Context: an optimization exercise on an open-source flow, tuned for small area and few clock cycles per item. The choices shown serve that exercise and are no tape-out recipe.
Only simulation tests tie the RTL to the original design; equivalence was not proved.
The clock input has no modelled driver; a real chip could not lean on it and would need a root buffer or a full tree.
Power figures rest on the tool's default switching activity, not on a simulated workload.

==> flow/design.v <==
module sdram #(parameter FREQ = 50000000) (
  input  logic clk,
  input  logic reset,
  input  logic        read,
  input  logic        write,
  input  logic [1:0]  wr_strb,
  input  logic [25:0] addr,   
  output logic        cmd_ready,
  input  logic [15:0] data_write,
  output logic [15:0] data_read,
  output logic        data_read_val,
  output logic        sdram_cs,         
  output logic [1:0]  sdram_bank,       
  output logic [12:0] sdram_addr,       
  output logic        sdram_ras,        
  output logic        sdram_cas,        
  output logic        sdram_we,         
  input  logic [15:0] sdram_data_in,    
  output logic [15:0] sdram_data_out,   
  output logic        sdram_drive_data  
);
  localparam [2:0] CMD_NOP     = 3'b111;
  localparam [2:0] CMD_ACTIVE  = 3'b011;
  localparam [2:0] CMD_READ    = 3'b101;
  localparam [2:0] CMD_WRITE   = 3'b100;
  localparam [2:0] CMD_PRECHG  = 3'b010;
  localparam [2:0] CMD_AUTOREF = 3'b001;
  localparam [2:0] CMD_MRS     = 3'b000;
  localparam [12:0] MODE = 13'h0223;
  logic        h_chip;
  logic [1:0]  h_bank;
  logic [12:0] h_row;
  logic [9:0]  h_col;
  assign {h_chip, h_bank, h_row, h_col} = addr;
  localparam [8:0] A_TAPS  = 9'b100100011;
  localparam [8:0] A_RESET = 9'd133;
  localparam [8:0] A_START = 9'd207;
  localparam [4:0] B_TAPS  = 5'b10010;
  localparam [4:0] B_RESET = 5'd15;
  localparam [4:0] B_INIT  = 5'd1;
  logic [8:0]  tmr_a;
  logic        win;
  logic        init_done;
  logic        ob_v;
  logic [2:0]  ob_bank;     
  logic [12:0] ob_row;
  logic        just;
  logic [1:0]  rd_sh;       
  logic win_start, win_end, seq_cmd;
  assign win_start = (tmr_a == A_START) & (init_done | (ob_row[4:0] == B_INIT));
  assign win_end = tmr_a[0] & tmr_a[3];
  assign seq_cmd = win & tmr_a[6];
  logic req, bank_eq, hit, do_rd, do_wr, do_pre, do_act, ok;
  assign req = read | write;
  assign ok = init_done & ~win;
  assign bank_eq = (ob_bank == {h_chip, h_bank});
  assign hit = ob_v & bank_eq & (ob_row == h_row);
  assign do_rd  = ok & hit & read & ~just;
  assign do_wr  = ok & hit & write & ~just & (rd_sh == 2'b00);
  assign do_pre = ok & ob_v & ~(req & hit);
  assign do_act = ok & req & ~ob_v & ~just;
  assign cmd_ready = do_rd | do_wr;
  logic [2:0] cmd;
  assign {sdram_ras, sdram_cas, sdram_we} = cmd;
  always_comb begin
    cmd = CMD_NOP;
    if (seq_cmd)
      cmd = tmr_a[4] ? CMD_PRECHG : init_done ? CMD_AUTOREF : CMD_MRS;
    else if (do_pre)
      cmd = CMD_PRECHG;
    else if (do_act)
      cmd = CMD_ACTIVE;
    else if (do_rd)
      cmd = CMD_READ;
    else if (do_wr)
      cmd = CMD_WRITE;
    if (win) begin
      sdram_cs = ~tmr_a[0];
      sdram_bank = 2'b00;
      sdram_addr = {2'b00, tmr_a[4], MODE[9:0]};    
    end else if (ob_v) begin
      {sdram_cs, sdram_bank} = ob_bank;
      sdram_addr = {wr_strb & {2{write}}, 1'b0, h_col};
    end else begin
      {sdram_cs, sdram_bank} = {h_chip, h_bank};
      sdram_addr = h_row;
    end
  end
  assign sdram_drive_data = do_wr;
  assign sdram_data_out = data_write;
  assign data_read = sdram_data_in;
  assign data_read_val = rd_sh[1];
  always_ff @(posedge clk) begin
    if (reset) begin
      tmr_a <= A_RESET;
      win <= 1'b0;
      init_done <= 1'b0;
      ob_v <= 1'b0;
      rd_sh <= 2'b00;
    end else begin
      rd_sh <= {rd_sh[0], do_rd};
      tmr_a <= {tmr_a[7:0], ^(tmr_a & A_TAPS)};
      if (win_start)
        win <= 1'b1;
      else if (win_end)
        win <= 1'b0;
      if (win & win_end)
        init_done <= 1'b1;
      if (seq_cmd || do_pre)
        ob_v <= 1'b0;
      else if (do_act)
        ob_v <= 1'b1;
    end
    just <= do_act | (do_pre & (bank_eq | ~req));
    ob_bank <= {h_chip, h_bank};
    ob_row[12:5] <= h_row[12:5];
    if (reset)
      ob_row[4:0] <= B_RESET;
    else if (!init_done)
      ob_row[4:0] <= {ob_row[3:0], ^(ob_row[4:0] & B_TAPS)};
    else
      ob_row[4:0] <= h_row[4:0];
  end
endmodule
export LEC_CHECK = 0
export CAP_MARGIN = 20
export CORE_MARGIN = 2
export CORE_UTILIZATION = 40
export SLEW_MARGIN = 20
create_clock -name core_clock -period 20.0 [get_ports {clk}]
standard.sh (not shown) runs the stock make flow with config.mk's settings and CLKGATE_MAP_FILE= SYNTH_SCRIPT=/design/flow/synth_recipe.tcl, a recipe that flattens the netlist after the stock synthesis.
==> flow/flow/run.sh <==
#!/bin/bash
# The standard layout (standard.sh) with three changes:
#  - synthesis maps logic with an area-oriented abc script (flow/area.abc),
#    through flow/abc_area.tcl sourced ahead of synth_recipe.tcl;
#  - port buffers use the smallest buffer cell;
#  - the clock tree is a few equal buffers fed by the clock port, each
#    driving a group of nearby flip-flops (flow/clock_leaves.tcl, run as
#    ORFS's PRE_CTS_TCL hook in place of clock_tree_synthesis).
set -euo pipefail
here=$(pwd)
cat flow/abc_area.tcl synth_recipe.tcl > my_synth.tcl
sed "s#SYNTH_SCRIPT=[^ ]*#SYNTH_SCRIPT=$here/my_synth.tcl#" standard.sh > my_standard.sh
export MY_ABC_SCRIPT=$here/flow/area.abc
export BUFFER_PORTS_ARGS="-buffer_cell sky130_fd_sc_hd__buf_1"
export PRE_CTS_TCL=$here/flow/clock_leaves.tcl
export MY_CLOCK_LEAVES=4
export MY_CLOCK_BUFFER=sky130_fd_sc_hd__buf_4
bash my_standard.sh > standard.log 2>&1
Other scripts of this flow, unchanged in this note and not shown: flow/flow/abc_area.tcl, flow/flow/area.abc, flow/flow/clock_leaves.tcl
The first run finished with timing, DRC and antenna clean.
Testbench counts at the start, summed over its fixed seeds: cycles 41,548, items 24,000.
Change:
--- a/flow/design.v
+++ b/flow/design.v
@@ -39,15 +39,17 @@
   localparam [4:0] B_RESET = 5'd15;
   localparam [4:0] B_INIT  = 5'd1;
   logic [8:0]  tmr_a;
+  logic [4:0]  tmr_b;
   logic        win;
   logic        init_done;
   logic        ob_v;
   logic [2:0]  ob_bank;     
   logic [12:0] ob_row;
-  logic        just;
+  logic        act_last;    
+  logic        pre_same;    
   logic [1:0]  rd_sh;       
   logic win_start, win_end, seq_cmd;
-  assign win_start = (tmr_a == A_START) & (init_done | (ob_row[4:0] == B_INIT));
+  assign win_start = (tmr_a == A_START) & (init_done | (tmr_b == B_INIT));
   assign win_end = tmr_a[0] & tmr_a[3];
   assign seq_cmd = win & tmr_a[6];
   logic req, bank_eq, hit, do_rd, do_wr, do_pre, do_act, ok;
@@ -55,10 +57,10 @@
   assign ok = init_done & ~win;
   assign bank_eq = (ob_bank == {h_chip, h_bank});
   assign hit = ob_v & bank_eq & (ob_row == h_row);
-  assign do_rd  = ok & hit & read & ~just;
-  assign do_wr  = ok & hit & write & ~just & (rd_sh == 2'b00);
+  assign do_rd  = ok & hit & read & ~act_last;
+  assign do_wr  = ok & hit & write & ~act_last & (rd_sh == 2'b00);
   assign do_pre = ok & ob_v & ~(req & hit);
-  assign do_act = ok & req & ~ob_v & ~just;
+  assign do_act = ok & req & ~ob_v & ~pre_same;
   assign cmd_ready = do_rd | do_wr;
   logic [2:0] cmd;
   assign {sdram_ras, sdram_cas, sdram_we} = cmd;
@@ -93,6 +95,7 @@
   always_ff @(posedge clk) begin
     if (reset) begin
       tmr_a <= A_RESET;
+      tmr_b <= B_RESET;
       win <= 1'b0;
       init_done <= 1'b0;
       ob_v <= 1'b0;
@@ -100,6 +103,7 @@
     end else begin
       rd_sh <= {rd_sh[0], do_rd};
       tmr_a <= {tmr_a[7:0], ^(tmr_a & A_TAPS)};
+      tmr_b <= {tmr_b[3:0], ^(tmr_b & B_TAPS)};
       if (win_start)
         win <= 1'b1;
       else if (win_end)
@@ -111,14 +115,9 @@
       else if (do_act)
         ob_v <= 1'b1;
     end
-    just <= do_act | (do_pre & (bank_eq | ~req));
+    act_last <= do_act;
+    pre_same <= do_pre & (bank_eq | ~req);
     ob_bank <= {h_chip, h_bank};
-    ob_row[12:5] <= h_row[12:5];
-    if (reset)
-      ob_row[4:0] <= B_RESET;
-    else if (!init_done)
-      ob_row[4:0] <= {ob_row[3:0], ^(ob_row[4:0] & B_TAPS)};
-    else
-      ob_row[4:0] <= h_row[4:0];
+    ob_row <= h_row;
   end
 endmodule
Effect: Area after synthesis rises by 5.7%; fmax went up by 2.3%; combinational power came out lower by about 5%; cell count increases by 0.80%; register-to-register slack gets better by 140 ps; flip-flop and latch count came out higher by 6; critical path depth is lower by 1; synthesized cell count stays the same; utilization came out lower by 0.78 points; setup slack is better by 230 ps; sequential power grows by 19%.
Testbench counts after the change, summed over its fixed seeds: cycles 41,548, items 24,000.
No run of this note takes its clock network from TritonCTS; it comes from the design's own scripts or RTL.

========
rev 12:
sdram, a different RTL version from the one above (not shown whole).
Size: roughly 180 cells after synthesis, ~31 flip-flops, about 120 I/O pins, ~0.0015 mm2 of cells after synthesis.
==> module sdram, before the edit <==
module sdram #(parameter FREQ = 50000000) (
  input  logic clk,
  input  logic reset,
  input  logic        read,
  input  logic        write,
  input  logic [1:0]  wr_strb,
  input  logic [25:0] addr,   
  output logic        cmd_ready,
  input  logic [15:0] data_write,
  output logic [15:0] data_read,
  output logic        data_read_val,
  output logic        sdram_cs,         
  output logic [1:0]  sdram_bank,       
  output logic [12:0] sdram_addr,       
  output logic        sdram_ras,        
  output logic        sdram_cas,        
  output logic        sdram_we,         
  input  logic [15:0] sdram_data_in,    
  output logic [15:0] sdram_data_out,   
  output logic        sdram_drive_data  
);
  localparam [2:0] CMD_NOP     = 3'b111;
  localparam [2:0] CMD_ACTIVE  = 3'b011;
  localparam [2:0] CMD_READ    = 3'b101;
  localparam [2:0] CMD_WRITE   = 3'b100;
  localparam [2:0] CMD_PRECHG  = 3'b010;
  localparam [2:0] CMD_AUTOREF = 3'b001;
  localparam [2:0] CMD_MRS     = 3'b000;
  localparam [12:0] MODE = 13'h0223;
  logic        h_chip;
  logic [1:0]  h_bank;
  logic [12:0] h_row;
  logic [9:0]  h_col;
  assign {h_chip, h_bank, h_row, h_col} = addr;
  localparam [8:0] A_RESET = 9'd432;
  localparam [8:0] A_START = 9'd308;
  localparam [4:0] B_TAPS  = 5'b10010;
  localparam [4:0] B_RESET = 5'd9;
  logic [8:0]  tmr_a;
  logic        win;
  logic        init_done;
  logic        ob_v;
  logic [2:0]  ob_bank;     
  logic [12:0] ob_row;
  logic        just;
  logic [1:0]  rd_sh;       
  logic win_start, win_end, seq_cmd;
  assign win_start = ({tmr_a[8], tmr_a[6:0]} == {A_START[8], A_START[6:0]}) &
                     (init_done | (~ob_row[0] & ob_row[1] & ~ob_row[3]));
  assign win_end = ~tmr_a[0] & ~tmr_a[3];
  assign seq_cmd = win & tmr_a[2];
  logic req, bank_eq, hit, do_rd, do_wr, do_pre, do_act, ok;
  assign req = read | write;
  assign ok = init_done & ~win;
  assign bank_eq = (ob_bank == {h_chip, h_bank});
  assign hit = ob_v & bank_eq & (ob_row == h_row);
  assign do_rd  = ok & hit & read & ~just;
  assign do_wr  = ok & hit & write & ~just & (rd_sh == 2'b00);
  assign do_pre = ok & ob_v & ~(req & hit);
  assign do_act = ok & req & ~ob_v & ~just;
  assign cmd_ready = do_rd | do_wr;
  logic [2:0] cmd;
  assign {sdram_ras, sdram_cas, sdram_we} = cmd;
  always_comb begin
    cmd = CMD_NOP;
    if (seq_cmd)
      cmd = tmr_a[0] ? CMD_PRECHG : init_done ? CMD_AUTOREF : CMD_MRS;
    else if (do_pre)
      cmd = CMD_PRECHG;
    else if (do_act)
      cmd = CMD_ACTIVE;
    else if (do_rd)
      cmd = CMD_READ;
    else if (do_wr)
      cmd = CMD_WRITE;
    if (win) begin
      sdram_cs = tmr_a[7];
      sdram_bank = 2'b00;
      sdram_addr = {2'b00, tmr_a[0], MODE[9:0]};    
    end else if (ob_v) begin
      {sdram_cs, sdram_bank} = ob_bank;
      sdram_addr = {wr_strb & {2{write}}, 1'b0, h_col};
    end else begin
      {sdram_cs, sdram_bank} = {h_chip, h_bank};
      sdram_addr = h_row;
    end
  end
  assign sdram_drive_data = do_wr;
  assign sdram_data_out = data_write;
  assign data_read = sdram_data_in;
  assign data_read_val = rd_sh[1];
  always_ff @(posedge clk) begin
    if (reset) begin
      tmr_a <= A_RESET;
      win <= 1'b0;
      init_done <= 1'b0;
      ob_v <= 1'b0;
      rd_sh <= 2'b00;
    end else begin
      rd_sh <= {rd_sh[0], do_rd};
      tmr_a <= {tmr_a[7:0], tmr_a[8] ^ tmr_a[3] ^ (tmr_a[1] & tmr_a[4])};
      if (win_start)
        win <= 1'b1;
      else if (win_end)
        win <= 1'b0;
      if (win & win_end)
        init_done <= 1'b1;
      if (seq_cmd || do_pre)
        ob_v <= 1'b0;
      else if (do_act)
        ob_v <= 1'b1;
    end
    just <= do_act | (do_pre & (bank_eq | ~req));
    ob_bank <= {h_chip, h_bank};
    ob_row[12:5] <= h_row[12:5];
    if (reset)
      ob_row[4:0] <= B_RESET;
    else if (!init_done)
      ob_row[4:0] <= {ob_row[3:0], ^(ob_row[4:0] & B_TAPS)};
    else
      ob_row[4:0] <= h_row[4:0];
  end
endmodule
Settings: LEC_CHECK=0, CAP_MARGIN=20, CORE_MARGIN=2, CORE_UTILIZATION=40, SLEW_MARGIN=20; clock period 20.0 ns.
==> flow/flow/run.sh <==
#!/bin/bash
# The standard layout (standard.sh) with three changes:
#  - synthesis maps logic with an area-oriented abc script (flow/area.abc),
#    through flow/abc_area.tcl sourced ahead of synth_recipe.tcl;
#  - port buffers use the smallest buffer cell;
#  - the clock tree is a few equal buffers fed by the clock port, each
#    driving a group of nearby flip-flops (flow/clock_leaves.tcl, run as
#    ORFS's PRE_CTS_TCL hook in place of clock_tree_synthesis).
set -euo pipefail
here=$(pwd)
cat flow/abc_area.tcl synth_recipe.tcl > my_synth.tcl
sed "s#SYNTH_SCRIPT=[^ ]*#SYNTH_SCRIPT=$here/my_synth.tcl#" standard.sh > my_standard.sh
export MY_ABC_SCRIPT=$here/flow/area.abc
export BUFFER_PORTS_ARGS="-buffer_cell sky130_fd_sc_hd__buf_1"
export PRE_CTS_TCL=$here/flow/clock_leaves.tcl
export MY_CLOCK_LEAVES=3
export MY_CLOCK_BUFFER=sky130_fd_sc_hd__buf_4
bash my_standard.sh > standard.log 2>&1
Other scripts of this flow, unchanged in this note and not shown: flow/flow/abc_area.tcl, flow/flow/area.abc, flow/flow/clock_leaves.tcl
Rev 12: full flow OK, the timing, design-rule and antenna checks passed
Testbench counts of rev 12, summed over its fixed seeds: cycles 41,376, items 24,000.
The following lists how rev 13 was set up differently from rev 12:
--- a/flow/design.v
+++ b/flow/design.v
@@ -35,7 +35,8 @@
   localparam [8:0] A_RESET = 9'd432;
   localparam [8:0] A_START = 9'd308;
   localparam [4:0] B_TAPS  = 5'b10010;
-  localparam [4:0] B_RESET = 5'd9;
+  localparam [4:0] B_RESET = 5'd15;
+  localparam [4:0] B_INIT  = 5'd1;
   logic [8:0]  tmr_a;
   logic        win;
   logic        init_done;
@@ -45,8 +46,7 @@
   logic        just;
   logic [1:0]  rd_sh;       
   logic win_start, win_end, seq_cmd;
-  assign win_start = ({tmr_a[8], tmr_a[6:0]} == {A_START[8], A_START[6:0]}) &
-                     (init_done | (~ob_row[0] & ob_row[1] & ~ob_row[3]));
+  assign win_start = (tmr_a == A_START) & (init_done | (ob_row[4:0] == B_INIT));
   assign win_end = ~tmr_a[0] & ~tmr_a[3];
   assign seq_cmd = win & tmr_a[2];
   logic req, bank_eq, hit, do_rd, do_wr, do_pre, do_act, ok;
==> results.txt <==
Rev 13 vs rev 12 — met3 wirelength from detailed routing rose 64%.
Rev 13 vs rev 12 — internal power dropped slightly
Sequential fraction of total cell area, rev 12 and rev 13: higher on rev 12
Delta (rev 13 minus rev 12): share of the clock period used by the worst path after layout went up 0.21 points, filler-free cell count of the finished design went up about 1.2%.
In the metrics for rev 12 and rev 13, the one carrying the lower actual slew at the worst max-slew pin is rev 13.
Sequential share of power ended up 0.5 points higher on rev 13 than on rev 12.
Status: area growth from synthesis to layout parity (rev 12, rev 13)
Testbench counts of rev 13, summed over its fixed seeds: cycles 41,376, items 24,000.
In every run of this note, the design's own scripts or RTL, not TritonCTS, make the clock network.

-- port drivers added, routing unchanged --
Ports are ideal in the flow. The routed layouts listed here were re-timed in OpenROAD.
Step 1 (the two cells are an assumption about what drives the block):
set clk [get_ports {clk}]
set_driving_cell -lib_cell sky130_fd_sc_hd__clkbuf_16 $clk
set_driving_cell -lib_cell sky130_fd_sc_hd__buf_2 [delete_from_list [all_inputs] $clk]
Step 2, shift: input delay + t, output delay - t, t = (earliest + latest rising clock arrival at the registers) / 2. This alone moves slack from input paths to output paths.
a / b / c = no drivers / after step 1 / after step 2; a / b = the first two.
| run | t, ns | slack for setup (ns) | slew at the worst register clock pin (ns) | worst data-port slew with drivers (ns) | pins driven straight from the clock port |
|---|---|---|---|---|---|
| the first run of note 1 | 0.164 | 9.839 / 9.811 / 9.811 | 0.08 / 0.08 | 0.07 | 4 |
| the second run of note 1 | 0.175 | 10.067 / 10.048 / 10.048 | 0.09 / 0.09 | 0.07 | 4 |
| rev 12 | 0.176 | 10.234 / 10.206 / 10.206 | 0.10 / 0.10 | 0.08 | 3 |
| rev 13 | 0.169 | 10.193 / 10.167 / 10.167 | 0.10 / 0.10 | 0.07 | 3 |
After both steps setup and hold are still met in every run listed.
